What follows belongs to an exercise in optimizing a design on an open flow for small area, a short achievable clock period and few clock cycles; a production flow would make more cautious choices. At most, simulation tests tie the RTL to the original design; equivalence was not proved. Function not checked in runs 4 to 8: the RTL went through the layout flow alone. Power and IR drop assume default switching activity.

$ cat flow/run.sh
#!/bin/bash
# synth_recipe.tcl (not shown) runs the flow's synth.tcl, then flattens the netlist and writes it again
# the make line also repeats each setting of config.mk as NAME=value (left out here)
make -C /OpenROAD-flow-scripts/flow DESIGN_CONFIG=/design/flow/config.mk WORK_HOME=/design/flow/orfs CLKGATE_MAP_FILE= SYNTH_SCRIPT=/design/flow/synth_recipe.tcl finish
$ cat flow/config.mk
export PLATFORM = sky130hd
export DESIGN_NAME = sap1
export DESIGN_NICKNAME = sap1
export VERILOG_FILES = /design/flow/design.v
export SDC_FILE = /design/flow/constraint.sdc
export NUM_CORES = 4
export LEC_CHECK = 0
export CAP_MARGIN = 20
export CORE_MARGIN = 2
export CORE_UTILIZATION = 40
export SLEW_MARGIN = 20
$ cat flow/constraint.sdc
create_clock -name core_clock -period 4.0 [get_ports {clk}]
set_input_delay 0.8000 -clock core_clock [delete_from_list [all_inputs] [get_ports {clk}]]
set_output_delay 0.8000 -clock core_clock [all_outputs]
set_load 0.01 [all_outputs]
$ cat flow/design.v
`timescale 1ns / 1ps
module pcounter(
    input clk,           
    input cp,            
    input clr,           
    output [3:0] pc      
    );
    reg [3:0] count;
    always @(posedge clk)
        if (clr)
            count <= 0;
        else if (cp)
            count <= pc + 1;
    assign pc = count;
endmodule
`timescale 1ns / 1ps
module ram(
    input            clk,
    input            we,
    input      [3:0] wa,
    input      [7:0] wd,
    input      [3:0] a,
    output     [7:0] d
    );
    reg [7:0] mem [0:15];
    always @(posedge clk)
        if (we)
            mem[wa] <= wd;
    assign d = mem[a];
endmodule
`timescale 1ns / 1ps
module controller(
    input            clk,      
    input            clr,      
    input [3:0]      inst,     
    output reg [6:1] t,        
    output           mar_sel,  
    output           lm,       
    output           cp,       
    output           li,       
    output           a_sel,    
    output           la,       
    output           lb,       
    output           su,       
    output           lo,       
    output reg       hlt       
    );
    wire         lda, add, sub, out, halt;
    always @(posedge clk)
        if (clr)
            t <= 6'b000000;
        else if (!hlt) begin
            if (t == 0)
                t <= 6'b000001;
            else begin
                t[6:2] <= t[5:1];
                t[1] <= t[6];
            end
        end
    assign lm = t[1] ||
                (t[4] && (lda || add || sub));
    assign la = (t[5] && lda) ||
                (t[6] && (add || sub));
    assign a_sel = t[6] && (add || sub);
    assign lb = t[5] && (add || sub);
    assign lo = t[4] && out;
    assign lda = (inst == 4'b0000);
    assign add = (inst == 4'b0001);
    assign sub = (inst == 4'b0010);
    assign out = (inst == 4'b1110);
    assign halt = (inst == 4'b1111);
    always @(posedge clk)
        if (clr)
            hlt <= 1'b0;
        else if (t[4] && halt)
            hlt <= 1'b1;
    assign cp = t[2];
    assign li = t[3];
    assign mar_sel = t[4];
    assign su = sub;
endmodule
`timescale 1ns / 1ps
module sap1(
    input        clk,       
    input        clr,       
    input        prog_we,   
    input  [3:0] prog_addr, 
    input  [7:0] prog_data, 
    output [7:0] OUT,       
    output       out_valid, 
    output       halted,    
    output [7:0] ACC        
    );
    reg [3:0]    mar;       
    reg [7:0]    ir;        
    reg [7:0]    a_reg;     
    reg [7:0]    b_reg;     
    reg [7:0]    out_reg;   
    wire         lm;        
    wire         cp;        
    wire         li;        
    wire         su;        
    wire         lo;        
    wire         la;        
    wire         lb;        
    reg          out_strobe;  
    wire [7:0]   alu_out;   
    wire [6:1]   t;         
    wire [3:0]   pc;        
    wire [7:0]   ram_data;  
    wire [3:0]   mar_mux;   
    wire         mar_sel;   
    wire [7:0]   a_mux;     
    wire         a_sel;     
    pcounter program_counter (
        .clk(clk),
        .clr(clr),
        .cp(cp),
        .pc(pc)
    );
    assign mar_mux = (mar_sel) ? ir[3:0] : pc;
    always @(posedge clk)
        if (clr)
            mar <= 0;
        else if (lm)
            mar <= mar_mux;
    ram ram (
        .clk(clk),
        .we(prog_we),
        .wa(prog_addr),
        .wd(prog_data),
        .a(mar),
        .d(ram_data)
    );
    always @(posedge clk)
        if (clr)
            ir[7:4] <= 4'b0000;
        else if (li)
            ir <= ram_data;
    controller controller (
        .clk(clk),
        .clr(clr),
        .inst(ir[7:4]),
        .t(t),
        .mar_sel(mar_sel),
        .lm(lm),
        .cp(cp),
        .li(li),
        .a_sel(a_sel),
        .la(la),
        .lb(lb),
        .su(su),
        .lo(lo),
        .hlt(halted)
    );
    assign a_mux = (a_sel) ? alu_out : ram_data;
    always @(posedge clk)
        if (clr)
            a_reg <= 0;
        else if (la)
            a_reg <= a_mux;
    assign alu_out = (su) ?
                     a_reg - b_reg    
                   : a_reg + b_reg;   
    always @(posedge clk)
        if (clr)
            b_reg <= 0;
        else if (lb)
            b_reg <= ram_data;
    always @(posedge clk)
        if (clr)
            out_reg <= 0;
        else if (lo)
            out_reg <= a_reg;
    always @(posedge clk)
        if (clr)
            out_strobe <= 1'b0;
        else
            out_strobe <= lo;
    assign OUT = out_reg;
    assign out_valid = out_strobe;
    assign ACC = a_reg;
endmodule
==> impl_metrics.json, run 1 <==
{
  "hp-class": "reg2reg",
  "post_cts_buffers": 0,
  "ys_seq_area_frac": 0.6820,
  "r2r.worst_path.cells": 9,
  "r2r-end": "a_reg[7]",
  "pin_count": 33,
  "fmax_mhz": 328.6,
  "cts_tree": "built",
  "clock_latency_ps": 440,
  "drtIter0Drc": 377,
  "hold_viol_final": 0,
  "p_leak_uw": 0.002621,
  "clock-sinks": 180,
  "critical_path_class": "reg2reg",
  "p_clk_frac": 0.415,
  "cts.path.max_buffers": 2,
  "rsz0062_at_grt": "false",
  "nFillCells": 1501,
  "fin_skew_ps": 13.19,
  "grt_overflow": 0,
  "p_seq_frac": 0.545,
  "io_buffer_count": 32,
  "n_antenna_cell": 0,
  "rows": 49,
  "drcViolationCount": 0,
  "ys_types": 42,
  "p_sw_frac": 0.2260,
  "finalCritPeriodShare": 0.7608,
  "drive_gt1_frac": 0.1608,
  "path_buf_inv": 0,
  "drt-total-wl_mm": 14.03,
  "status": "complete, no violations",
  "avgRoutedWirePerCell_um": 19.65,
  "drv_slew": 0,
  "synthTopCellsByCount": "edfxtp_1, nor2_1, dfxtp_1, mux4_2, mux2i_1",
  "yosysMostFrequentCell": "edfxtp_1",
  "syn-cell-area_sq_um": 7221,
  "crit_chain": "nor4b_2 > mux2i_1 > ha_1 > nor2b_1 > o21a_1 > a311o_1 > o31ai_1 > xnor2_1 > o22ai_1",
  "area_growth_pct": 15.60,
  "ys_ff_latch": 180,
  "syn_inst": 432,
  "die_area_sq_um": 19140,
  "synth-async-reset-ratio": 0,
  "grt_pass1_wl_mm": 22.06,
  "r2r-start": "ir[4]",
  "setup_tns_ps": 0,
  "drt-vias-per-instance": 5.354,
  "holdWs_ps": 499.8,
  "fp.dieH_um": 138.4,
  "syn_nets": 457,
  "path_delay_family": "compound AO/OA/AOI/OAI gates",
  "yosys-top-cells-area": "edfxtp_1, dfxtp_1, mux4_2",
  "p_sw_uw": 854.2,
  "gp_congestion": 0.7849,
  "startpoint": "ir[4]",
  "grt_max_degree": 35,
  "largest-register": "ram.mem",
  "cp.arrival_ps": 3360,
  "worst_pin_slew_ps": 1037,
  "antenna_found_initial": 0,
  "crit_path_start_kind": "register",
  "p_int_uw": 2925,
  "critPathSlowestCell": "nor4b_2",
  "yosys.area.top_type_share": 0.5490,
  "core-area_sq_um": 17840,
  "h-tree-depth": 4,
  "cp_max_fo": 8,
  "start_util": 0.4047,
  "post_synth.cell_area_avg_sq_um": 16.71,
  "ant_nets": 0,
  "vias": 3823,
  "cellPowerDensity_nw_per_um2": 452.8,
  "numCtsBuffers": 17,
  "track_usage": 0.1542,
  "ys.flop_type": "edfxtp_1",
  "dp_hpwl_mm": 9.252,
  "cts_root_buf": "clkbuf_16",
  "die_w_um": 138.4,
  "crit_path_end_kind": "register",
  "firstDrtPassIters": 5,
  "fin_crit_ps": 3043,
  "drv_cap": 0,
  "relSlewSlack": 0.3062,
  "worstSetupEndpoint": "a_reg[7]",
  "max_stage_delay_ps": 630,
  "critPathRequiredTime_ps": 4310,
  "cp.depth": 9,
  "path_clk_slew_ps": 70,
  "synth_top_area_cell": "edfxtp_1",
  "yosys_warnings": 4,
  "nets": 497,
  "hold_buffers": 0,
  "r2r_slack_ps": 960,
  "pwr-share-comb": 0.040,
  "setup_violations": 0,
  "synth_edf_count": 132,
  "cts.repair.resized": 0,
  "largest_reg_flops": 128,
  "grt_pass1_vias": 3879,
  "ir_worst_vdd_v": 0.0004088
}
-- tightest hold or removal path: cells and delay by family, from the launching register on --
family | cells | cell delay, ps
mux | 1 | 60
flops | 1 | 330
simple gates | 1 | 80
-- worst min path at each step --
stage / end / start / slack (ps) / cells past startpoint
finish: out_reg[7] / out_reg[7] / 500 / 2
global route: out_reg[7] / out_reg[7] / 520 / 2
floorplan: register / mar[0] / 460 / 2
CTS: out_reg[7] / out_reg[7] / 500 / 2
global placement: out_reg[7] / out_reg[7] / 470 / 2
detailed placement: register / mar[2] / 490 / 2
-- per-stage QoR --
step	cell area [sq um]	util	total power, uW	cells	worst slack, ps
global route	8347	0.4678	3903	714	736.2
finish	8347	0.4678	3780	714	957.0
global placement	7784	0.4363	2248	682	1018
detailed placement	7784	0.4363	2255	682	944.0
floorplan	7221	-	2188	432	1208
CTS	8347	0.4678	3822	714	930.2
-- routing by layer --
layer / global-route usage / up-vias / share of wire
met3: 0.03568 / 16 / 0.043
met4: 0.05585 / 0 / 0.014
li1: - / 1767 / -
met2: 0.2486 / 89 / 0.50
met1: 0.2067 / 1951 / 0.44
met5: 0 / - / 0
-- cells by family (layout without fill, tap and decap cells) --
logic type | count (synthesis) | in the layout | share of synthesized area
AO/OA/AOI/OAI | 44 | 44 | 0.04159
XOR/XNOR | 17 | 17 | 0.02062
adder cells (fa/ha/maj) | 10 | 10 | 0.01837
buffers and inverters | 24 | 77 | 0.01715
flip-flops | 180 | 180 | 0.6820
multiplexers | 64 | 64 | 0.1617
AND/OR/NAND/NOR | 93 | 93 | 0.05857
-- area by class of cell --
class	instances	area, sq um	share of cell area
Sequential cell	180	4926	0.5902
Clock buffer	17	425.4	0.05097
Clock inverter	15	137.6	0.01649
Multi-Input combinational cell	228	2172	0.2602
Inverter	5	18.77	0.002249
Tap cell	229	286.5	0.03433
Timing Repair Buffer	40	380.4	0.04557
-- cell usage in the layout (no fill, tap or decap), drive strengths merged, types with 3 or more instances in the layout --
master	instances
a21oi	18
a22o	7
a22oi	7
a31oi	3
buf	8
clkbuf	17
clkdlybuf4s50	32
clkinv	6
dfxtp	48
edfxtp	132
ha	9
inv	12
mux2i	24
mux4	40
nand2	10
nand2b	4
nor2	55
nor2b	3
nor3	10
xnor2	12
xor2	5
-- power groups by stage --
stage          Sequential, uW  Clock (uW)  Combinational, uW
6_report                 2060        1570                150
5_1_grt                  2060        1670                165
4_1_cts                  2060        1610                153
3_5_place_dp             2100           0                152
3_3_place_gp             2100           0                148
2_1_floorplan            2090           0                101
Testbench counts, summed over its fixed seeds: cycles 21,192.
==> inputs of run 2 (changes only) <==
==> flow/design.v (replaced) <==
module pcounter(
    input            clk,
    input            clr,
    input            cp,
    output reg [3:0] pc
    );
    always @(posedge clk)
        if (clr)
            pc <= 4'd1;
        else if (cp)
            pc <= pc + 4'd1;
endmodule
module ram(
    input            clk,
    input            we,
    input      [3:0] wa,
    input      [7:0] wd,
    input      [3:0] ia,
    output     [7:0] id,
    input      [3:0] oa,
    output     [7:0] od,
    output     [7:0] d0
    );
    reg [7:0] mem [0:15];
    always @(posedge clk)
        if (we)
            mem[wa] <= wd;
    assign id = mem[ia];
    assign od = mem[oa];
    assign d0 = mem[0];
endmodule
module controller(
    input  [3:0] op,        
    input  [3:0] nop,       
    output       lda,
    output       add,
    output       sub,
    output       out,
    output       hlt,       
    output       hlt_next   
    );
    assign lda = (op == 4'h0);
    assign add = (op == 4'h1);
    assign sub = (op == 4'h2);
    assign out = (op == 4'he);
    assign hlt = (op == 4'hf);
    assign hlt_next = hlt || ((nop == 4'hf) && !out);
endmodule
module sap1(
    input        clk,
    input        clr,
    input        prog_we,
    input  [3:0] prog_addr,
    input  [7:0] prog_data,
    output [7:0] OUT,
    output       out_valid,
    output       halted,
    output [7:0] ACC
    );
    reg  [7:0] ir;
    reg  [7:0] a_reg;
    reg        hlt_r;
    reg        ov_r;
    wire [3:0] pc;
    wire [7:0] inst_data;
    wire [7:0] opnd;
    wire       lda, add, sub, out, hlt, hlt_next;
    wire [7:0] mem0;
    ram ram (
        .clk(clk),
        .we(prog_we),
        .wa(prog_addr),
        .wd(prog_data),
        .ia(pc),
        .id(inst_data),
        .oa(ir[3:0]),
        .od(opnd),
        .d0(mem0)
    );
    controller controller (
        .op(ir[7:4]),
        .nop(inst_data[7:4]),
        .lda(lda),
        .add(add),
        .sub(sub),
        .out(out),
        .hlt(hlt),
        .hlt_next(hlt_next)
    );
    wire run = !hlt_r;
    pcounter program_counter (
        .clk(clk),
        .clr(clr),
        .cp(run),
        .pc(pc)
    );
    wire wr0 = prog_we && (prog_addr == 4'd0);
    always @(posedge clk)
        if (clr)
            ir <= wr0 ? prog_data : mem0;
        else if (run)
            ir <= inst_data;
    wire [7:0] a_in  = lda ? 8'd0 : a_reg;
    wire [7:0] b_in  = sub ? ~opnd : opnd;
    wire [7:0] a_sum = a_in + b_in + {7'd0, sub};
    always @(posedge clk)
        if (clr)
            a_reg <= 8'd0;
        else if (run && (lda || add || sub))
            a_reg <= a_sum;
    always @(posedge clk)
        if (clr)
            hlt_r <= 1'b0;
        else if (run && hlt_next)
            hlt_r <= 1'b1;
    always @(posedge clk)
        if (clr)
            ov_r <= 1'b0;
        else
            ov_r <= run && out;
    assign OUT = a_reg;
    assign ACC = a_reg;
    assign out_valid = ov_r;
    assign halted = hlt_r;
endmodule
==> impl_metrics.json, run 2 <==
{
  "status": "complete, no violations",
  "start_util": 0.4118,
  "cts_tree": "built",
  "ys_seq_area_frac": 0.6054,
  "yosys.area.top_type_share": 0.5465,
  "pwr-share-comb": 0.355,
  "cts.path.max_buffers": 2,
  "setup_tns_ps": 0,
  "die_area_sq_um": 19790,
  "pin_count": 33,
  "nets": 497,
  "p_sw_uw": 1840,
  "grt_max_degree": 33,
  "clock_latency_ps": 430,
  "crit_path_end_kind": "register",
  "drcViolationCount": 0,
  "ys.flop_type": "edfxtp_1",
  "ys_types": 43,
  "p_clk_frac": 0.264,
  "layout.cells.most_common_list": "edfxtp_1, mux4_2, clkdlybuf4s50_1",
  "p_int_uw": 4026,
  "finalCritPeriodShare": 0.8691,
  "drive_gt1_frac": 0.2895,
  "firstDrtPassIters": 4,
  "setup_violations": 0,
  "p_leak_uw": 0.002806,
  "p_sw_frac": 0.3136,
  "track_usage": 0.1808,
  "ir_worst_vdd_v": 0.0002972,
  "worst_pin_slew_ps": 1088,
  "io_buffer_count": 32,
  "drv_cap": 0,
  "ant_nets": 0,
  "power_uw": 5866,
  "dp_cells": 684,
  "fmax_mhz": 287.7,
  "post_cts_buffers": 0,
  "numCtsBuffers": 17,
  "grt_pass1_vias": 4387,
  "gp_congestion": 0.8383,
  "fin_skew_ps": 16.58,
  "syn_nets": 454,
  "relSlewSlack": 0.2740,
  "rsz0062_at_grt": "false",
  "drt-vias-per-instance": 5.865,
  "final_cell_count_no_fill": 716,
  "grt_pass1_wl_mm": 26.47,
  "syn-cell-area_sq_um": 7473,
  "die_w_um": 140.7,
  "antenna_found_initial": 0,
  "synth-async-reset-ratio": 0,
  "yosys_warnings": 3,
  "core-area_sq_um": 18150,
  "synth_edf_count": 136,
  "crit_path_start_kind": "register",
  "drt-total-wl_mm": 16.66,
  "cellPowerDensity_nw_per_um2": 676.4,
  "hold_viol_final": 0,
  "post_synth.cell_area_avg_sq_um": 17.34,
  "rows": 49,
  "dp_hpwl_mm": 11.45,
  "fin_crit_ps": 3476,
  "nFillCells": 1514,
  "fp.dieH_um": 140.7,
  "final_common_cell": "edfxtp_1",
  "yosys-top-cells-area": "edfxtp_1, mux4_2, dfxtp_1",
  "hp-class": "reg2reg",
  "hold_buffers": 0,
  "grt_overflow": 0,
  "synthTopCellsByCount": "edfxtp_1, mux4_2, nor2_1, nand2_1, dfxtp_1",
  "p_seq_frac": 0.381,
  "area_growth_pct": 16.04,
  "fin_util": 0.4779,
  "syn_inst": 431,
  "drtIter0Drc": 404,
  "largest_reg_flops": 128,
  "clock-sinks": 158,
  "cts.repair.resized": 0,
  "critPathRequiredTime_ps": 4360,
  "yosysMostFrequentCell": "edfxtp_1",
  "ys_ff_latch": 158,
  "h-tree-depth": 4,
  "path_clk_slew_ps": 60,
  "drv_slew": 0,
  "cp_max_fo": 10,
  "vias": 4199,
  "avgRoutedWirePerCell_um": 23.26,
  "n_antenna_cell": 0,
  "cts_root_buf": "clkbuf_16",
  "critical_path_class": "reg2reg",
  "synth_top_area_cell": "edfxtp_1",
  "cp.arrival_ps": 3840
}
## run 2: changes by cell type after synthesis, sizes merged, moves of 8 or more
cell	change
a21oi	-8
mux2i	-20
nand2	+18
nor2	-26
mux4	+39
dfxtp	-26
## run 2: final cells by class
class,instances,area [sq um],share of cell area
well taps,229,286.5,0.03304
inverters,5,18.77,0.002164
clock inverters,15,137.6,0.01587
flip-flops and latches,158,4527,0.5220
repair buffers,55,505.5,0.05829
clock buffers,17,425.4,0.04905
multi-input cells,237,2771,0.3196
## run 2: cells by family after synthesis
| logic type | synth area share |
|---|---|
| and+or+nand+nor | 0.06094 |
| DFF | 0.6054 |
| buffers and inverters | 0.02394 |
| xor gates and xnor gates | 0.01406 |
| adders and majority gates | 0.01440 |
| muxes | 0.2520 |
| AOI/OAI and AO/OA | 0.02930 |
## run 2: final timing paths
kind | startpoint | to | slack (ps) | cells past startpoint
setup reg to reg | register | a_reg[6] | 520 | 12
hold / removal | ir[0] | register | 470 | 1
setup / recovery | register | a_reg[6] | 520 | 12
hold reg to reg | ir[0] | register | 470 | 1
## run 2: worst max-delay path, stage by stage (launching register included)
cell and delay (ps):
dfxtp_2 520, buf_4 270, mux4_2 510, mux4_2 520
xnor2_1 150, ha_1 360, nor2b_1 140, o21ai_0 210
a21boi_0 150, o21a_1 190, o21ai_0 160, nand3b_1 90
a21oi_1 140
## run 2: power groups by stage
stage / combinational (uW) / sequential (uW) / clock, uW
2_1_floorplan: 1710 / 2080 / 0
3_3_place_gp: 2080 / 2270 / 0
3_5_place_dp: 2090 / 2280 / 0
4_1_cts: 2100 / 2250 / 1570
5_1_grt: 2270 / 2280 / 1640
6_report: 2080 / 2230 / 1550
## run 2: through the flow
step                hold slack [ps]  setup WS (ps)  area (sq um)
finish                        473.0          523.7          8672
floorplan                     449.4          208.1          7473
global route                  506.8          232.2          8672
global placement              461.5          531.9          8109
detailed placement            462.8          510.2          8109
CTS                           477.5          483.8          8672
## run 2: per-layer routing
metal	track usage	wire [um]	part of all wire
met5	0	0	0
met4	0.05526	205	0.012
met3	0.04823	1086	0.065
met2	0.2840	8078	0.48
met1	0.2498	7287	0.44
Testbench counts of run 2, summed over its fixed seeds: cycles 7,603.
==> inputs of run 3 (changes only) <==
--- a/flow/design.v
+++ b/flow/design.v
@@ -31,12 +31,10 @@
 endmodule
 module controller(
-    input  [3:0] op,        
-    input  [3:0] nop,       
+    input  [3:0] op,
     output       lda,
     output       add,
     output       sub,
     output       out,
-    output       hlt,       
-    output       hlt_next   
+    output       hlt
     );
     assign lda = (op == 4'h0);
@@ -45,5 +43,4 @@
     assign out = (op == 4'he);
     assign hlt = (op == 4'hf);
-    assign hlt_next = hlt || ((nop == 4'hf) && !out);
 endmodule
 module sap1(
@@ -58,5 +55,8 @@
     output [7:0] ACC
     );
-    reg  [7:0] ir;
+    reg  [7:0] f_ir;      
+    reg        e_valid;   
+    reg        e_lda, e_add, e_sub, e_out, e_hlt;
+    reg  [7:0] opnd;      
     reg  [7:0] a_reg;
     reg        hlt_r;
@@ -64,7 +64,7 @@
     wire [3:0] pc;
     wire [7:0] inst_data;
-    wire [7:0] opnd;
-    wire       lda, add, sub, out, hlt, hlt_next;
+    wire [7:0] opnd_data;
     wire [7:0] mem0;
+    wire       lda, add, sub, out, hlt;
     ram ram (
         .clk(clk),
@@ -74,17 +74,15 @@
         .ia(pc),
         .id(inst_data),
-        .oa(ir[3:0]),
-        .od(opnd),
+        .oa(f_ir[3:0]),
+        .od(opnd_data),
         .d0(mem0)
     );
     controller controller (
-        .op(ir[7:4]),
-        .nop(inst_data[7:4]),
+        .op(f_ir[7:4]),
         .lda(lda),
         .add(add),
         .sub(sub),
         .out(out),
-        .hlt(hlt),
-        .hlt_next(hlt_next)
+        .hlt(hlt)
     );
     wire run = !hlt_r;
@@ -98,15 +96,31 @@
     always @(posedge clk)
         if (clr)
-            ir <= wr0 ? prog_data : mem0;
+            f_ir <= wr0 ? prog_data : mem0;
         else if (run)
-            ir <= inst_data;
-    wire [7:0] a_in  = lda ? 8'd0 : a_reg;
-    wire [7:0] b_in  = sub ? ~opnd : opnd;
-    wire [7:0] a_sum = a_in + b_in + {7'd0, sub};
+            f_ir <= inst_data;
+    always @(posedge clk)
+        if (clr)
+            e_valid <= 1'b0;
+        else if (run)
+            e_valid <= 1'b1;
+    always @(posedge clk)
+        if (run) begin
+            e_lda <= lda;
+            e_add <= add;
+            e_sub <= sub;
+            e_out <= out;
+            e_hlt <= hlt;
+            opnd  <= opnd_data;
+        end
+    wire [7:0] a_in  = e_lda ? 8'd0 : a_reg;
+    wire [7:0] b_in  = e_sub ? ~opnd : opnd;
+    wire [7:0] a_sum = a_in + b_in + {7'd0, e_sub};
     always @(posedge clk)
         if (clr)
             a_reg <= 8'd0;
-        else if (run && (lda || add || sub))
+        else if (run && e_valid && (e_lda || e_add || e_sub))
             a_reg <= a_sum;
+    wire e_outv = e_valid && e_out;
+    wire hlt_next = (e_valid && e_hlt) || (hlt && !e_outv);
     always @(posedge clk)
         if (clr)
@@ -118,5 +132,5 @@
             ov_r <= 1'b0;
         else
-            ov_r <= run && out;
+            ov_r <= run && e_outv;
     assign OUT = a_reg;
     assign ACC = a_reg;
--- a/flow/config.mk
+++ b/flow/config.mk
@@ -6,4 +6,5 @@
 export NUM_CORES = 4
 export LEC_CHECK = 0
+export ABC_CLOCK_PERIOD_IN_PS = 1000
 export CAP_MARGIN = 20
 export CORE_MARGIN = 2
==> impl_metrics.json, run 3 <==
{
  "r2r-end": "a_reg[6]",
  "cellPowerDensity_nw_per_um2": 651.0,
  "numCtsBuffers": 17,
  "hold_path_end": "a_reg[4]",
  "rows": 51,
  "ys_seq_area_frac": 0.6109,
  "critical_path_class": "in2reg",
  "die_w_um": 144.9,
  "drv_cap": 0,
  "dp_hpwl_mm": 11.99,
  "io_buffer_count": 32,
  "h-tree-depth": 4,
  "holdWs_ps": 489.1,
  "min_path_cells": 2,
  "yosys_warnings": 3,
  "firstDrtPassIters": 4,
  "drt-total-wl_mm": 17.96,
  "die_area_sq_um": 21010,
  "synth_top_area_cell": "edfxtp_1",
  "cts.path.max_buffers": 2,
  "drive_gt1_frac": 0.2331,
  "rsz0062_at_grt": "false",
  "yosys-top-cells-area": "edfxtp_1, mux4_2, dfxtp_1",
  "pin_count": 33,
  "worst_pin_slew_ps": 1025,
  "hp-class": "reg2reg",
  "core-area_sq_um": 19460,
  "crit_chain": "clkdlybuf4s50_1 > or3b_1 > or3_1 > inv_1 > nand2_1 > nand2_1 > a221o_1",
  "p_clk_frac": 0.252,
  "cp.arrival_ps": 3070,
  "vias": 4526,
  "r2r.worst_path.cells": 8,
  "r2r-start": "e_sub",
  "track_usage": 0.1797,
  "gp_congestion": 0.8579,
  "cts_root_buf": "clkbuf_16",
  "fin_crit_ps": 2776,
  "grt_overflow": 0,
  "p_sw_frac": 0.3157,
  "syn-cell-area_sq_um": 7946,
  "crit_path_end_kind": "register",
  "path_clk_slew_ps": 60,
  "p_seq_frac": 0.417,
  "cts_tree": "built",
  "syn_inst": 490,
  "synthTopCellsByCount": "edfxtp_1, mux4_2, nand2_1, nor2_1, mux2_2",
  "ys_types": 54,
  "min_from": "a_reg[4]",
  "p_int_uw": 4035,
  "cts.repair.resized": 0,
  "fmax_mhz": 360.2,
  "critPathRequiredTime_ps": 4300,
  "drv_slew": 0,
  "crit_top_cell": "nand2_1",
  "synth-async-reset-ratio": 0,
  "drtIter0Drc": 332,
  "layout.cells.most_common_list": "edfxtp_1, mux4_2, nand2_1",
  "avgRoutedWirePerCell_um": 22.54,
  "hold_buffers": 0,
  "yosysMostFrequentCell": "edfxtp_1",
  "grt_max_degree": 39,
  "drt-vias-per-instance": 5.679,
  "ant_nets": 0,
  "r2r_slack_ps": 1440,
  "start_util": 0.4083,
  "cp_max_fo": 14,
  "synth_edf_count": 149,
  "yosys.area.top_type_share": 0.5631,
  "fin_skew_ps": 6.029,
  "crit_path_start_kind": "input pin",
  "post_cts_buffers": 0,
  "n_antenna_cell": 0,
  "area_growth_pct": 14.00,
  "final_common_cell": "edfxtp_1",
  "ys.flop_type": "edfxtp_1",
  "nets": 544,
  "relSlewSlack": 0.3140,
  "setup_violations": 0,
  "antenna_found_initial": 0,
  "p_leak_uw": 0.003014,
  "ys_ff_latch": 168,
  "clock-sinks": 168,
  "largest-register": "ram.mem",
  "fp.dieH_um": 144.9,
  "p_sw_uw": 1862,
  "ir_worst_vdd_v": 0.0003917,
  "critPathSlowestCell": "or3_1",
  "syn_nets": 513,
  "grt_pass1_vias": 4712,
  "drcViolationCount": 0,
  "nFillCells": 1663,
  "finalCritPeriodShare": 0.6941,
  "grt_pass1_wl_mm": 28.03,
  "setup_tns_ps": 0,
  "status": "complete, no violations",
  "clock_latency_ps": 430,
  "max_stage_delay_ps": 540,
  "largest_reg_flops": 128,
  "hold_viol_final": 0,
  "post_synth.cell_area_avg_sq_um": 16.22,
  "pwr-share-comb": 0.331
}
## run 3: changes by cell type in the layout (fill, tap and decap cells not counted), sizes merged, moves of 8 or more
cell and change:
mux2 +15, mux4 -19, o21ai +8, mux2i +13, edfxtp +13
## run 3: how the worst max path moves through the flow
| stage | to | slack (ps) | from |
|---|---|---|---|
| 2_1_floorplan | f_ir[6] | 1640 | prog_addr[3] |
| 3_3_place_gp | f_ir[6] | 870 | prog_we |
| 3_5_place_dp | f_ir[3] | 780 | prog_we |
| 4_1_cts | f_ir[3] | 1230 | prog_we |
| 5_1_grt | f_ir[7] | 1070 | prog_we |
| 6_report | f_ir[3] | 1220 | prog_we |
## run 3: power by group through the flow
stage | Sequential, uW | Combinational (uW) | Clock (uW)
after floorplan | 2290 | 1570 | 0
after global placement | 2490 | 1940 | 0
after detailed placement | 2500 | 1960 | 0
after CTS | 2470 | 1970 | 1500
after global routing | 2510 | 2120 | 1580
final | 2460 | 1950 | 1490
## run 3: area by class of cell
cell class	instances	area, sq um	area share
timing repair buffer	48	452.9	0.05000
inverter	8	30.03	0.003315
sequential	168	4856	0.5360
multi-input combinational	278	2869	0.3167
tap	265	331.6	0.03660
clock buffer	20	436.7	0.04820
clock inverter	10	82.58	0.009116
## run 3: through the flow
stage / utilization / std cells / total power (uW) / area, sq um / worst slack (ps)
after floorplan: - / 490 / 3857 / 7946 / 1642
after global placement: 0.4384 / 767 / 4428 / 8532 / 870.9
after detailed placement: 0.4384 / 767 / 4456 / 8532 / 779.7
after CTS: 0.4651 / 797 / 5933 / 9051 / 1230
after global routing: 0.4654 / 797 / 6201 / 9059 / 1071
final: 0.4654 / 797 / 5897 / 9059 / 1224
## run 3: critical path: cells and delay by family
family / cells / cell delay [ps]
AO/OA/AOI/OAI: 1 / 140
buffers and inverters: 2 / 960
AND/OR/NAND/NOR: 4 / 1150
## run 3: cell families after synthesis
logic type | count (synthesis) | synth area share
adders and majority gates | 8 | 0.01354
xor gates and xnor gates | 13 | 0.01433
DFF | 168 | 0.6109
AOI/OAI and AO/OA | 58 | 0.04976
and+or+nand+nor | 102 | 0.06267
muxes | 97 | 0.2198
buffers and inverters | 44 | 0.02897
## run 3: routing by layer
metal / part of all wire / GRT usage / up-vias / routed length (um)
met4: 0.016 / 0.05792 / 0 / 287
met2: 0.51 / 0.3021 / 123 / 9224
met3: 0.059 / 0.04811 / 23 / 1061
met1: 0.41 / 0.2274 / 2357 / 7389
met5: 0 / 0 / - / 0
li1: - / - / 2023 / -
Testbench counts of run 3, summed over its fixed seeds: cycles 7,923.
==> inputs of run 4 (changes only) <==
--- a/flow/design.v
+++ b/flow/design.v
@@ -8,5 +8,5 @@
         if (clr)
             pc <= 4'd1;
-        else if (cp)
+        else
             pc <= pc + 4'd1;
 endmodule
@@ -97,13 +97,10 @@
         if (clr)
             f_ir <= wr0 ? prog_data : mem0;
-        else if (run)
+        else
             f_ir <= inst_data;
     always @(posedge clk)
-        if (clr)
-            e_valid <= 1'b0;
-        else if (run)
-            e_valid <= 1'b1;
+        e_valid <= !clr;
     always @(posedge clk)
-        if (run) begin
+        begin
             e_lda <= lda;
             e_add <= add;
--- a/flow/config.mk
+++ b/flow/config.mk
@@ -6,7 +6,7 @@
 export NUM_CORES = 4
 export LEC_CHECK = 0
-export ABC_CLOCK_PERIOD_IN_PS = 1000
 export CAP_MARGIN = 20
 export CORE_MARGIN = 2
 export CORE_UTILIZATION = 40
+export SETUP_SLACK_MARGIN = 2.0
 export SLEW_MARGIN = 20
==> impl_metrics.json, run 4 <==
{
  "dpl_worst_slack_ps": 973.2,
  "path_delay_family": "compound AO/OA/AOI/OAI gates",
  "synth-async-reset-ratio": 0,
  "relSlewSlack": 0.5137,
  "crit_chain": "buf_4 > nor2b_2 > ha_1 > and3_1 > o21ai_2 > o311ai_4 > xnor2_1 > o31ai_1 > a41o_1",
  "clock-sinks": 164,
  "numCtsBuffers": 17,
  "critPathRequiredTime_ps": 4310,
  "avgRoutedWirePerCell_um": 22.85,
  "ys.flop_type": "edfxtp_1",
  "synth-compound-area-share": 0.05212,
  "p_leak_uw": 0.003246,
  "synth_top_family_by_area": "multiplexers",
  "cp_max_fo": 6,
  "yosys.area.top_type_share": 0.5035,
  "path_buf_inv": 1,
  "synth_edf_count": 128,
  "fin_ws_ps": 1910,
  "drv_slew": 0,
  "die_w_um": 142.1,
  "cellPowerDensity_nw_per_um2": 491.0,
  "firstDrtPassIters": 5,
  "syn_nets": 502,
  "post_synth.cell_area_avg_sq_um": 15.94,
  "crit_path_start_kind": "register",
  "critPathSlowestCell": "dfxtp_4",
  "crit_path_end_kind": "register",
  "grt_overflow": 0,
  "largest_reg_flops": 128,
  "hold_viol_final": 0,
  "rsz0062_at_grt": "true",
  "yosys_warnings": 3,
  "clock_latency_ps": 430,
  "syn_inst": 479,
  "dp_hpwl_mm": 11.51,
  "synth_xor_area_frac": 0.01377,
  "drt-vias-per-instance": 5.831,
  "cts_root_buf": "clkbuf_16",
  "yosys-top-cells-area": "edfxtp_1, mux4_2, dfxtp_1",
  "yosysMostFrequentCell": "edfxtp_1",
  "critical_path_class": "reg2reg",
  "drcViolationCount": 0,
  "cts_tree": "built",
  "nets": 565,
  "setup_tns_ps": 0,
  "io_buffer_count": 32,
  "fp.dieH_um": 142.1,
  "fin_crit_ps": 2090,
  "final_common_cell": "edfxtp_1",
  "core-area_sq_um": 18710,
  "max_stage_delay_ps": 380,
  "cp.arrival_ps": 2400,
  "track_usage": 0.1887,
  "setup_violations": 0,
  "h-tree-depth": 4,
  "cts.path.max_buffers": 2,
  "hold_buffers": 0,
  "grt_pass1_vias": 4751,
  "die_area_sq_um": 20210,
  "start_util": 0.4081,
  "largest-register": "ram.mem",
  "path_clk_slew_ps": 70,
  "pin_count": 33,
  "ant_nets": 0,
  "synth_fa_ha_area_frac": 0.01410,
  "n_antenna_cell": 0,
  "syn-cell-area_sq_um": 7634,
  "synthTopCellsByCount": "edfxtp_1, mux4_2, dfxtp_1, nand2_1, nor2_1",
  "muxShareOfSynthArea": 0.2275,
  "antenna_found_initial": 0,
  "fin_skew_ps": 11.03,
  "drtIter0Drc": 274,
  "status": "complete, no violations",
  "layout.cells.most_common_list": "edfxtp_1, mux4_2, buf_4",
  "synthSimpleGateAreaFrac": 0.06442,
  "ys_ff_latch": 164,
  "hp-class": "reg2reg",
  "drive_gt1_frac": 0.3712,
  "rows": 50,
  "synth_top_area_cell": "edfxtp_1",
  "ir_worst_vdd_v": 0.0003817,
  "drt-total-wl_mm": 18.03,
  "worst_pin_slew_ps": 728.4,
  "ys_seq_area_frac": 0.5979,
  "drv_cap": 0,
  "grt_pass1_wl_mm": 27.64,
  "vias": 4601,
  "finalCritPeriodShare": 0.5225,
  "gp_congestion": 0.7964,
  "fmax_mhz": 478.5,
  "area_growth_pct": 20.46,
  "grt_max_degree": 41,
  "ys_types": 54
}
## run 4: cells by family after synthesis
kind of cell	count (synthesis)
fa+ha+maj	8
mux	96
compound gates	57
xor+xnor	12
simple gates	99
buf+inv	43
flops	164
## run 4: path summary, 6_finish.rpt
path	from	to	slack, ps	cells past startpoint
worst max register to register	e_lda	a_reg[7]	1910	9
worst min-delay path	f_ir[4]	e_lda	470	1
worst min register to register	f_ir[4]	e_lda	470	1
worst max-delay path	e_lda	a_reg[7]	1910	9
## run 4: area by class of cell
class | count | area, sq um
repair inverters | 1 | 7.507
flip-flops and latches | 164 | 4588
clock buffers | 18 | 429.2
fillers | 1582 | 9510
inverters | 8 | 33.78
clock inverters | 14 | 142.6
multi-input cells | 273 | 3047
repair buffers | 77 | 654.4
well taps | 234 | 292.8
## run 4: timing repair
action	in CTS	in global routing
resized for setup	67	29
pin swaps	13	16
buffers inserted	16	12
gates cloned	2	0
endpoints found under the setup margin	108	34
hold endpoints to repair	0	0
## run 4: metrics by stage
| stage | hold slack, ps | cells | total power (uW) | cell area, sq um | utilization |
|---|---|---|---|---|---|
| global placement | 462.9 | 727 | 2768 | 8184 | 0.4375 |
| floorplan | 431.1 | 479 | 2553 | 7655 | - |
| finish | 473.7 | 789 | 4515 | 9195 | 0.4916 |
| CTS | 473.0 | 777 | 4424 | 8976 | 0.4799 |
| global route | 498.8 | 789 | 4684 | 9195 | 0.4916 |
| detailed placement | 461.4 | 727 | 2784 | 8184 | 0.4375 |
## run 4: report_power, final
part	internal [uW]	switching [uW]
Clock	876	712
Sequential	1930	104
Combinational	478	417
## run 4: layer usage
layer | part of all wire | vias up | global-route usage
met4 | 0.018 | 0 | 0.07053
li1 | - | 2041 | -
met2 | 0.50 | 171 | 0.3115
met1 | 0.43 | 2365 | 0.2490
met5 | 0 | - | 0
met3 | 0.050 | 24 | 0.03668
==> inputs of run 5 (changes only) <==
--- a/flow/config.mk
+++ b/flow/config.mk
@@ -9,4 +9,4 @@
 export CORE_MARGIN = 2
 export CORE_UTILIZATION = 40
-export SETUP_SLACK_MARGIN = 2.0
+export SETUP_SLACK_MARGIN = 1.2
 export SLEW_MARGIN = 20
==> impl_metrics.json, run 5 <==
{
  "ant_nets": 0,
  "grt_pass1_wl_mm": 25.39,
  "crit_path_start_kind": "input pin",
  "grt_pass1_vias": 4340,
  "critical_path_class": "in2reg",
  "cp_max_fo": 12,
  "finalCritPeriodShare": 0.6590,
  "h-tree-depth": 4,
  "drt-total-wl_mm": 16.52,
  "firstDrtPassIters": 5,
  "layout.cells.most_common_list": "edfxtp_1, mux4_2, dfxtp_1",
  "yosys-top-cells-area": "edfxtp_1, mux4_2, dfxtp_1",
  "n_antenna_cell": 0,
  "cp.arrival_ps": 2770,
  "largest_reg_flops": 128,
  "drt-vias-per-instance": 5.680,
  "rsz0062_at_grt": "false",
  "critPathRequiredTime_ps": 4130,
  "largest-register": "ram.mem",
  "grt_max_degree": 41,
  "dp_cells": 722,
  "avgRoutedWirePerCell_um": 21.86,
  "final_cell_count_no_fill": 756,
  "syn_inst": 479,
  "ir_worst_vdd_v": 0.0002936,
  "cts_tree": "built",
  "crit_path_end_kind": "register",
  "holdWs_ps": 462.7,
  "cellPowerDensity_nw_per_um2": 499.6,
  "fp.dieH_um": 142.1,
  "pin_count": 33,
  "crit_chain": "clkdlybuf4s50_1 > or3b_1 > or3_1 > clkinvlp_4 > buf_4",
  "ys_seq_area_frac": 0.5979,
  "ys_types": 54,
  "path_clk_slew_ps": 60,
  "clock_latency_ps": 420,
  "drtIter0Drc": 354,
  "syn-cell-area_sq_um": 7634,
  "synth_edf_count": 128,
  "fin_util": 0.4690,
  "clock-sinks": 164,
  "die_w_um": 142.1,
  "syn_nets": 502,
  "status": "complete, no violations",
  "area_growth_pct": 14.93,
  "max_stage_delay_ps": 580,
  "antenna_found_initial": 0,
  "rows": 50,
  "hp-class": "reg2reg",
  "ys_ff_latch": 164,
  "fmax_mhz": 379.4,
  "core-area_sq_um": 18710,
  "drive_gt1_frac": 0.2510,
  "setup_violations": 0,
  "cts.path.max_buffers": 2,
  "worst_pin_slew_ps": 1031,
  "yosys.area.top_type_share": 0.5035,
  "synth_top_area_cell": "edfxtp_1",
  "numCtsBuffers": 17,
  "die_area_sq_um": 20210,
  "grt_overflow": 0,
  "synth-async-reset-ratio": 0,
  "fin_area_sq_um": 8773,
  "yosys_warnings": 3,
  "final_common_cell": "edfxtp_1",
  "drcViolationCount": 0,
  "io_buffer_count": 32,
  "track_usage": 0.1730,
  "placed_area_sq_um": 8140,
  "drv_slew": 0,
  "nets": 535,
  "hold_viol_final": 0,
  "ys.flop_type": "edfxtp_1",
  "gp_congestion": 0.8419,
  "p_leak_uw": 0.002955,
  "fin_crit_ps": 2636,
  "relSlewSlack": 0.3119,
  "setup_tns_ps": 0,
  "cts_root_buf": "clkbuf_16",
  "critPathSlowestCell": "or3_1",
  "yosysMostFrequentCell": "edfxtp_1",
  "drv_cap": 0,
  "fin_skew_ps": 6.872,
  "vias": 4294,
  "start_util": 0.4081,
  "dp_hpwl_mm": 11.11,
  "post_synth.cell_area_avg_sq_um": 15.94,
  "synthTopCellsByCount": "edfxtp_1, mux4_2, dfxtp_1, nand2_1, nor2_1"
}
run 5: cell counts after synthesis:
No cell type changed its count.
run 5: worst max-delay path, delay by kind of cell:
family,cells,cell delay (ps)
buffers and inverters,3,960
AND/OR/NAND/NOR,2,1000
run 5: stage by stage:
step / total power, uW / worst slack, ps
4_1_cts: 4414 / 1270
2_1_floorplan: 2548 / 1711
3_3_place_gp: 2759 / 936.0
3_5_place_dp: 2774 / 848.8
6_report: 4383 / 1364
5_1_grt: 4559 / 1259
run 5: what timing repair did:
item                                    in CTS  in global routing
hold buffers                                 0                  0
endpoints found under the setup margin       0                  6
buffers inserted                             0                  5
gates resized for setup                      0                  1
run 5: path summary, 6_finish.rpt:
| path | depth (start not counted) | endpoint | slack, ps | startpoint |
|---|---|---|---|---|
| worst max-delay path | 5 | ram.mem[0][6] | 1360 | prog_we |
| worst max register to register | 9 | a_reg[6] | 1500 | e_lda |
| worst min register to register | 2 | ov_r | 460 | e_out |
| worst min-delay path | 2 | ov_r | 460 | e_out |
run 5: cells by family (layout without fill, tap and decap cells):
group | Yosys count | count (layout) | synth area share
and+or+nand+nor | 99 | 99 | 0.06442
DFF | 164 | 164 | 0.5979
muxes | 96 | 96 | 0.2275
adders and majority gates | 8 | 8 | 0.01410
AOI/OAI and AO/OA | 57 | 57 | 0.05213
xor gates and xnor gates | 12 | 12 | 0.01377
buffers and inverters | 43 | 86 | 0.03016
run 5: layout make-up:
type	count	area, sq um
Clock buffer	18	429.2
Clock inverter	11	162.7
Fill cell	1570	9932
Inverter	8	33.78
Multi-Input combinational cell	272	2839
Sequential cell	164	4568
Tap cell	234	292.8
Timing Repair Buffer	49	447.9
run 5: where the power goes:
group | total [uW] | internal [uW] | switching [uW]
Sequential | 2050 | 1930 | 121
Combinational | 689 | 374 | 315
Clock | 1650 | 1030 | 620
run 5: routing by layer:
metal,GRT usage,routed length [um],share of wire,vias up
met5,0,0,0,-
li1,-,-,-,1964
met4,0.04632,133,0.0080,0
met2,0.2954,8571,0.52,98
met3,0.04139,918,0.056,7
met1,0.2221,6900,0.42,2225
==> inputs of run 6 (changes only) <==
--- a/flow/config.mk
+++ b/flow/config.mk
@@ -9,4 +9,4 @@
 export CORE_MARGIN = 2
 export CORE_UTILIZATION = 40
-export SETUP_SLACK_MARGIN = 1.2
+export SETUP_SLACK_MARGIN = 2.6
 export SLEW_MARGIN = 20
==> impl_metrics.json, run 6 <==
{
  "cts_root_buf": "clkbuf_16",
  "syn-cell-area_sq_um": 7634,
  "largest-register": "ram.mem",
  "drcViolationCount": 0,
  "ir_worst_vdd_v": 0.0003562,
  "fin_ws_ps": 1954,
  "clock_latency_ps": 430,
  "drv_cap": 0,
  "ys_seq_area_frac": 0.5979,
  "cts_tree": "built",
  "avgRoutedWirePerCell_um": 22.77,
  "p_leak_uw": 0.003449,
  "h-tree-depth": 4,
  "n_antenna_cell": 0,
  "layout.cells.most_common_list": "edfxtp_1, mux4_2, buf_4",
  "cts.path.max_buffers": 2,
  "yosys-top-cells-area": "edfxtp_1, mux4_2, dfxtp_1",
  "fin_crit_ps": 2046,
  "multi_input_area_sq_um": 3122,
  "numCtsBuffers": 17,
  "r2r.worst_path.cells": 8,
  "gp_congestion": 0.7981,
  "nets": 591,
  "hold_path_end": "ov_r",
  "fmax_mhz": 488.8,
  "yosys.area.top_type_share": 0.5035,
  "holdWs_ps": 453.1,
  "hp-class": "reg2reg",
  "grt_overflow": 0,
  "crit_path_end_kind": "register",
  "grt_use_met3": 0.04509,
  "drt-vias-per-instance": 5.742,
  "relSlewSlack": 0.5626,
  "drv_slew": 0,
  "clock-sinks": 164,
  "rows": 50,
  "r2r-end": "a_reg[7]",
  "fin_skew_ps": 5.861,
  "synth-async-reset-ratio": 0,
  "cp_max_fo": 6,
  "antenna_found_initial": 1,
  "post_synth.cell_area_avg_sq_um": 15.94,
  "grt_pass1_vias": 4874,
  "power_uw": 4601,
  "worst_pin_slew_ps": 656.0,
  "core-area_sq_um": 18710,
  "grt_use_met2": 0.3262,
  "track_usage": 0.1926,
  "die_area_sq_um": 20210,
  "synth_edf_count": 128,
  "hold_buffers": 0,
  "syn_nets": 502,
  "setup_tns_ps": 0,
  "path_clk_slew_ps": 60,
  "ys.flop_type": "edfxtp_1",
  "grt_max_degree": 41,
  "grt_pass1_wl_mm": 28.16,
  "firstDrtPassIters": 5,
  "nFillCells": 1514,
  "setup_violations": 0,
  "yosysMostFrequentCell": "edfxtp_1",
  "synthTopCellsByCount": "edfxtp_1, mux4_2, dfxtp_1, nand2_1, nor2_1",
  "cp.arrival_ps": 2360,
  "drive_gt1_frac": 0.4561,
  "yosys_warnings": 3,
  "pin_count": 33,
  "area_growth_pct": 28.67,
  "busiest_layer": "met2",
  "ys_ff_latch": 164,
  "critical_path_class": "reg2reg",
  "r2r-start": "e_lda",
  "drt-total-wl_mm": 18.56,
  "dpl_worst_slack_ps": 721.7,
  "start_util": 0.4081,
  "crit_path_start_kind": "register",
  "regArea_sq_um": 4599,
  "io_buffer_count": 32,
  "final_common_cell": "edfxtp_1",
  "dp_hpwl_mm": 11.37,
  "min_path_cells": 2,
  "largest_reg_flops": 128,
  "synth_top_area_cell": "edfxtp_1",
  "die_w_um": 142.1,
  "finalCritPeriodShare": 0.5114,
  "critPathRequiredTime_ps": 4320,
  "ant_nets": 0,
  "fp.dieH_um": 142.1,
  "status": "complete, no violations",
  "min_from": "e_out",
  "syn_inst": 479,
  "ys_types": 54,
  "gr-usage-met1": 0.2417,
  "drtIter0Drc": 395,
  "cellPowerDensity_nw_per_um2": 468.5,
  "vias": 4680,
  "rsz0062_at_grt": "true",
  "r2r_slack_ps": 1950,
  "hold_viol_final": 0
}
-- run 6: cell count changes in the layout (fill, tap and decap cells not counted), moves of 6 or more --
cell / delta
dfxtp_1: -11
buf_12: +16
clkdlybuf4s50_1: -32
nand2_1: -6
buf_6: +31
nor2_4: +14
nand2_2: +6
buf_4: +21
nor2_1: -14
dlygate4sd2_1: +9
dfxtp_4: +7
-- run 6: how the worst max path moves through the flow --
| stage | end | slack (ps) | start |
|---|---|---|---|
| floorplan | f_ir[6] | 1800 | prog_addr[2] |
| detailed placement | f_ir[6] | 720 | prog_addr[0] |
| CTS | a_reg[7] | 2000 | e_lda |
| global route | a_reg[6] | 1870 | e_sub |
| global placement | f_ir[7] | 820 | prog_addr[0] |
| finish | a_reg[7] | 1950 | e_lda |
-- run 6: routing by layer --
layer | vias up | share of wire
li1 | 2095 | -
met1 | 2420 | 0.42
met2 | 133 | 0.51
met3 | 30 | 0.052
met4 | 2 | 0.025
met5 | - | 0.00070
-- run 6: logic make-up after synthesis --
logic type,Yosys count,synth area share
flops,164,0.5979
simple gates,99,0.06442
mux,96,0.2275
compound gates,57,0.05213
buf+inv,43,0.03016
xor+xnor,12,0.01377
fa+ha+maj,8,0.01410
-- run 6: power by group --
group / switching (uW) / internal (uW)
clock: 651 / 979
sequential: 94.8 / 1930
combinational: 424 / 523
total: 1170 / 3430
-- run 6: per-stage QoR --
stage	cell area [sq um]	utilization	instances
after floorplan	7898	-	479
after global placement	8302	0.4438	718
after detailed placement	8302	0.4438	718
after CTS	9643	0.5155	803
after global routing	9822	0.5251	815
final	9822	0.5251	815
-- run 6: what timing repair did --
| action | in CTS | in global routing |
|---|---|---|
| resized for setup | 178 | 13 |
| endpoints found under the setup margin | 303 | 100 |
| cloned | 3 | 1 |
| setup buffers | 50 | 11 |
| pin swaps | 29 | 20 |
-- run 6: critical path, cell delays in order, from the launching register on --
cell	delay [ps]
dfxtp_4	390
buf_4	150
nor2b_1	50
ha_1	360
nand4_1	150
o311ai_2	330
xnor2_1	140
buf_4	140
a41o_1	220
-- run 6: area by class of cell --
cell class / count / share of cell area
Clock buffer: 19 / 0.04408
Clock inverter: 13 / 0.01631
Inverter: 8 / 0.003439
Multi-Input combinational cell: 273 / 0.3178
Sequential cell: 164 / 0.4683
Tap cell: 234 / 0.02981
Timing Repair Buffer: 103 / 0.1195
Timing Repair inverter: 1 / 0.0007643
==> inputs of run 7 (changes only) <==
--- a/flow/design.v
+++ b/flow/design.v
@@ -110,7 +110,6 @@
             opnd  <= opnd_data;
         end
-    wire [7:0] a_in  = e_lda ? 8'd0 : a_reg;
     wire [7:0] b_in  = e_sub ? ~opnd : opnd;
-    wire [7:0] a_sum = a_in + b_in + {7'd0, e_sub};
+    wire [7:0] a_sum = e_lda ? opnd : a_reg + b_in + {7'd0, e_sub};
     always @(posedge clk)
         if (clr)
--- a/flow/config.mk
+++ b/flow/config.mk
@@ -9,4 +9,4 @@
 export CORE_MARGIN = 2
 export CORE_UTILIZATION = 40
-export SETUP_SLACK_MARGIN = 2.6
+export SETUP_SLACK_MARGIN = 2.0
 export SLEW_MARGIN = 20
==> impl_metrics.json, run 7 <==
{
  "grt_overflow": 0,
  "clock_latency_ps": 430,
  "syn_nets": 446,
  "critPathRequiredTime_ps": 4300,
  "fp.dieH_um": 141.0,
  "yosys-top-cells-area": "edfxtp_1, mux4_2, dfxtp_1",
  "grt_pass1_vias": 4289,
  "cp.arrival_ps": 2470,
  "syn-cell-area_sq_um": 7502,
  "layout.cells.most_common_list": "edfxtp_1, mux4_2, buf_4",
  "numCtsBuffers": 17,
  "cts_tree": "built",
  "status": "complete, no violations",
  "start_util": 0.4038,
  "n_antenna_cell": 0,
  "rows": 50,
  "min_path_cells": 1,
  "die_w_um": 141.0,
  "area_growth_pct": 19.36,
  "yosys.area.top_type_share": 0.5123,
  "critPathSlowestCell": "or3_4",
  "synthTopCellsByCount": "edfxtp_1, mux4_2, dfxtp_1, nor2_1, nand2_1",
  "io_buffer_count": 32,
  "post_synth.cell_area_avg_sq_um": 17.78,
  "p_leak_uw": 0.003054,
  "setup_violations": 0,
  "rsz0062_at_grt": "true",
  "dp_hpwl_mm": 11.32,
  "critical_path_class": "in2reg",
  "vias": 4169,
  "ys_seq_area_frac": 0.6084,
  "nets": 500,
  "r2r.worst_path.cells": 7,
  "firstDrtPassIters": 5,
  "fin_skew_ps": 7.041,
  "crit_path_end_kind": "register",
  "setup_tns_ps": 0,
  "yosysMostFrequentCell": "edfxtp_1",
  "h-tree-depth": 4,
  "synth_top_area_cell": "edfxtp_1",
  "final_common_cell": "edfxtp_1",
  "largest_reg_flops": 128,
  "cts.path.max_buffers": 2,
  "ir_worst_vdd_v": 0.0003226,
  "syn_inst": 422,
  "avgRoutedWirePerCell_um": 23.97,
  "synth-async-reset-ratio": 0,
  "relSlewSlack": 0.4273,
  "cellPowerDensity_nw_per_um2": 492.7,
  "finalCritPeriodShare": 0.5427,
  "ys_ff_latch": 164,
  "power_uw": 4412,
  "drive_gt1_frac": 0.3722,
  "clock-sinks": 164,
  "drt-total-wl_mm": 17.33,
  "worst_pin_slew_ps": 857.9,
  "ys.flop_type": "edfxtp_1",
  "drv_cap": 0,
  "drtIter0Drc": 361,
  "fmax_mhz": 460.7,
  "core-area_sq_um": 18580,
  "yosys_warnings": 3,
  "grt_max_degree": 35,
  "ys_types": 44,
  "synth_edf_count": 128,
  "fin_crit_ps": 2171,
  "track_usage": 0.1836,
  "hold_viol_final": 0,
  "die_area_sq_um": 19870,
  "gp_congestion": 0.8097,
  "largest-register": "ram.mem",
  "pin_count": 33,
  "cp_max_fo": 5,
  "hp-class": "reg2reg",
  "drcViolationCount": 0,
  "drv_slew": 0,
  "crit_chain": "buf_6 > or3b_4 > or3_4 > mux2_4 > a222oi_1 > o21ai_1",
  "antenna_found_initial": 1,
  "crit_path_start_kind": "input pin",
  "grt_pass1_wl_mm": 26.16,
  "drt-vias-per-instance": 5.766,
  "max_stage_delay_ps": 430,
  "ant_nets": 0,
  "path_clk_slew_ps": 60,
  "cts_root_buf": "clkbuf_16"
}
==> run 7: area by class of cell <==
type	count	area, sq um
Inverter	5	18.77
Tap cell	234	292.8
Clock inverter	13	152.6
Timing Repair Buffer	66	563.0
Fill cell	1562	9625
Multi-Input combinational cell	222	2914
Clock buffer	19	432.9
Sequential cell	164	4581
==> run 7: metrics by stage <==
stage          instance area (sq um)  setup WS, ps  instances  utilization  hold slack [ps]
2_1_floorplan                   7523          1550        422            -            445.0
3_3_place_gp                    8113         786.3        678       0.4366            473.8
3_5_place_dp                    8113         735.5        678       0.4366            490.1
4_1_cts                         8782          1790        718       0.4727            487.0
5_1_grt                         8955          1676        723       0.4820            528.6
6_report                        8955          1829        723       0.4820            489.0
==> run 7: power by group <==
group          internal, uW  leakage (uW)  switching [uW]
combinational           404       0.00132             371
sequential             1920       0.00146             107
clock                   929      0.000280             677
==> run 7: path summary, 6_finish.rpt <==
| check | from | end | slack (ps) |
|---|---|---|---|
| max | prog_addr[2] | f_ir[4] | 1830 |
| min | f_ir[4] | e_sub | 490 |
| max reg2reg | e_sub | a_reg[7] | 1830 |
| min reg2reg | f_ir[4] | e_sub | 490 |
==> run 7: kinds of logic after synthesis <==
kind of cell / count (synthesis) / share of synthesized area
adder cells (fa/ha/maj): 9 / 0.01601
buffers and inverters: 37 / 0.02769
AO/OA/AOI/OAI: 42 / 0.03736
multiplexers: 91 / 0.2478
AND/OR/NAND/NOR: 62 / 0.04286
flip-flops: 164 / 0.6084
XOR/XNOR: 17 / 0.01985
==> run 7: worst max-delay path, delay by kind of cell <==
family | cells | cell delay, ps
AO/OA/AOI/OAI | 2 | 400
AND/OR/NAND/NOR | 2 | 850
multiplexers | 1 | 320
buffers and inverters | 1 | 90
==> run 7: what timing repair did <==
item,in CTS,in global routing
resized for setup,52,25
pin swaps,5,16
endpoints found under the setup margin,83,23
gates cloned,1,0
hold buffers,0,0
setup buffers,7,5
==> run 7: layer usage <==
metal	track usage	share of wire	routed length, um	vias to the layer above
li1	-	-	-	1842
met1	0.2538	0.44	7567	2188
met2	0.2883	0.50	8634	114
met3	0.05231	0.050	872	23
met4	0.05000	0.014	246	2
met5	0	0.00069	12	-
==> inputs of run 8 (changes only) <==
--- a/flow/config.mk
+++ b/flow/config.mk
@@ -8,5 +8,7 @@
 export CAP_MARGIN = 20
 export CORE_MARGIN = 2
-export CORE_UTILIZATION = 40
+export CORE_UTILIZATION = 60
+export CTS_BUF_LIST = sky130_fd_sc_hd__clkbuf_8
+export CTS_CLUSTER_SIZE = 40
 export SETUP_SLACK_MARGIN = 2.0
 export SLEW_MARGIN = 20
==> impl_metrics.json, run 8 <==
{
  "status": "complete, no violations",
  "r2r_slack_ps": 1880,
  "ant_nets": 0,
  "cts_tree": "built",
  "regArea_sq_um": 4578,
  "yosysMostFrequentCell": "edfxtp_1",
  "startpoint": "prog_addr[3]",
  "die_area_sq_um": 13410,
  "final_common_cell": "edfxtp_1",
  "rsz0062_at_grt": "true",
  "drt-total-wl_mm": 16.54,
  "drv_cap": 0,
  "clock-sinks": 164,
  "rows": 40,
  "start_util": 0.6194,
  "drtIter0Drc": 458,
  "fin_skew_ps": 9.151,
  "critPathRequiredTime_ps": 4330,
  "nets": 495,
  "ys_types": 44,
  "syn_inst": 422,
  "yosys.area.top_type_share": 0.5123,
  "n_antenna_cell": 0,
  "setup_violations": 0,
  "grt_pass1_vias": 4171,
  "clock_latency_ps": 450,
  "synth_top_area_cell": "edfxtp_1",
  "r2r-start": "e_sub",
  "r2r.worst_path.cells": 7,
  "hp-class": "reg2reg",
  "syn-cell-area_sq_um": 7502,
  "yosys-top-cells-area": "edfxtp_1, mux4_2, dfxtp_1",
  "synth-async-reset-ratio": 0,
  "firstDrtPassIters": 5,
  "hold_buffers": 0,
  "ys.flop_type": "edfxtp_1",
  "fp.dieH_um": 115.8,
  "relSlewSlack": 0.3697,
  "layout.cells.most_common_list": "edfxtp_1, mux4_2, dfxtp_1",
  "cp_max_fo": 5,
  "yosys_warnings": 3,
  "ir_worst_vdd_v": 0.0003099,
  "die_w_um": 115.8,
  "grt_max_degree": 36,
  "crit_path_end_kind": "register",
  "r2r-end": "a_reg[7]",
  "largest-register": "ram.mem",
  "cts_root_buf": "clkbuf_8",
  "cellPowerDensity_nw_per_um2": 449.9,
  "track_usage": 0.2650,
  "setup_tns_ps": 0,
  "worstSetupEndpoint": "f_ir[1]",
  "drv_slew": 0,
  "synthTopCellsByCount": "edfxtp_1, mux4_2, dfxtp_1, nor2_1, nand2_1",
  "critical_path_class": "in2reg",
  "ys_seq_area_frac": 0.6084,
  "synth_edf_count": 128,
  "fin_crit_ps": 2231,
  "drive_gt1_frac": 0.3636,
  "crit_path_start_kind": "input pin",
  "avgRoutedWirePerCell_um": 25.37,
  "hold_viol_final": 0,
  "drt-vias-per-instance": 6.575,
  "holdWs_ps": 490.9,
  "wl_met1_mm": 6.487,
  "antenna_found_initial": 0,
  "cts.path.max_buffers": 2,
  "multi_input_area_sq_um": 2879,
  "dp_hpwl_mm": 11.14,
  "fmax_mhz": 448.2,
  "grt_overflow": 0,
  "core-area_sq_um": 12110,
  "wl_met3_mm": 1.183,
  "p_leak_uw": 0.002935,
  "gp_congestion": 0.8338,
  "top_layer": "met4",
  "finalCritPeriodShare": 0.5577,
  "min_from": "f_ir[5]",
  "path_clk_slew_ps": 80,
  "syn_nets": 446,
  "largest_reg_flops": 128,
  "nFillCells": 812,
  "wl_met2_mm": 8.452,
  "drcViolationCount": 0,
  "worst_pin_slew_ps": 944.2,
  "ys_ff_latch": 164,
  "vias": 4287,
  "grt_pass1_wl_mm": 24.53,
  "h-tree-depth": 4,
  "pin_count": 33,
  "io_buffer_count": 32,
  "numCtsBuffers": 17,
  "post_synth.cell_area_avg_sq_um": 17.78,
  "cp.arrival_ps": 2560,
  "area_growth_pct": 14.34
}
## run 8: cell counts after synthesis
No cell type changed its count.
## run 8: power by group
part	switching, uW	internal [uW]	total (uW)	leakage (uW)
Clock	602	503	1100	0.000191
Sequential	99.8	1920	2020	0.00146
Combinational	359	376	735	0.00129
Total	1060	2800	3860	0.00293
## run 8: how the worst min path moves through the flow
stage	endpoint	slack [ps]	cells past startpoint
floorplan	e_add	440	1
global placement	e_sub	470	1
detailed placement	e_add	480	1
CTS	e_add	490	1
global route	e_add	530	1
finish	e_add	490	1
## run 8: kinds of logic (layout without fill, tap and decap cells)
group	count (synthesis)	in the layout	synth area share
buf+inv	37	98	0.02769
simple gates	62	63	0.04286
fa+ha+maj	9	9	0.01601
compound gates	42	42	0.03736
xor+xnor	17	17	0.01985
flops	164	164	0.6084
mux	91	91	0.2478
## run 8: worst max-delay path: stages
cell,delay (ps)
buf_8,100
or3b_4,420
buf_4,160
or3_4,380
mux2_4,310
a222oi_1,290
o21ai_1,100
## run 8: routing by layer
layer / track usage / vias up
met5: 0 / -
met4: 0.1048 / 0
met3: 0.05805 / 31
met2: 0.4230 / 210
met1: 0.3641 / 2212
li1: - / 1834
## run 8: timing repair
item / CTS / global route
setup endpoints to repair: 115 / 51
cloned: 1 / 0
pin swaps: 5 / 12
buffers inserted: 2 / 5
resized for setup: 50 / 27
endpoints found under the hold margin: 0 / 0
## run 8: area by class of cell
class,count,area share
inverter,5,0.002188
timing repair buffer,61,0.06199
multi-input combinational,222,0.3356
clock buffer,18,0.02888
tap,168,0.02450
sequential,164,0.5337
clock inverter,14,0.01313
## run 8: per-stage QoR
step           utilization  cells  worst slack [ps]  cell area [sq um]  total power (uW)
2_1_floorplan            -    422              1550               7523              2539
3_3_place_gp        0.6630    612             809.1               8030              2728
3_5_place_dp        0.6630    612             712.8               8030              2743
4_1_cts             0.6961    647              1768               8431              3820
5_1_grt             0.7083    652              1744               8578              4017
6_report            0.7083    652              1769               8578              3860

[static timing again, ports no longer ideal]
How much do the figures lean on ideal ports? The routed layouts below were timed once more, with nothing changed but the port constraints. Step 1 assumes that a clkbuf_16 drives the clock port and a buf_2 every other input. Step 2, shift: input delay + t, output delay - t, t = (earliest + latest rising clock arrival at the registers) / 2. This alone moves slack from input paths to output paths. Slacks: ideal / step 1 / step 2; pairs: ideal / step 1.
run | t (ns) | setup slack, ns | slew at the worst register clock pin (ns)
run 1 | 0.475 | 0.957 / 0.957 / 0.957 | 0.07 / 0.07
run 2 | 0.470 | 0.524 / 0.524 / 0.524 | 0.07 / 0.07
run 3 | 0.472 | 1.224 / 1.244 / 0.772 | 0.06 / 0.06
run 4 | 0.469 | 1.910 / 1.910 / 1.577 | 0.07 / 0.07
run 5 | 0.457 | 1.364 / 1.382 / 0.925 | 0.06 / 0.06
run 6 | 0.465 | 1.954 / 1.954 / 1.580 | 0.06 / 0.06
run 7 | 0.461 | 1.829 / 1.833 / 1.376 | 0.07 / 0.07
run 8 | 0.487 | 1.769 / 1.768 / 1.281 | 0.09 / 0.09
After both steps every run listed still meets setup and hold. The setup slack of run 8, which loses most, moves by -0.001 ns with the drivers and by -0.488 ns with both steps.
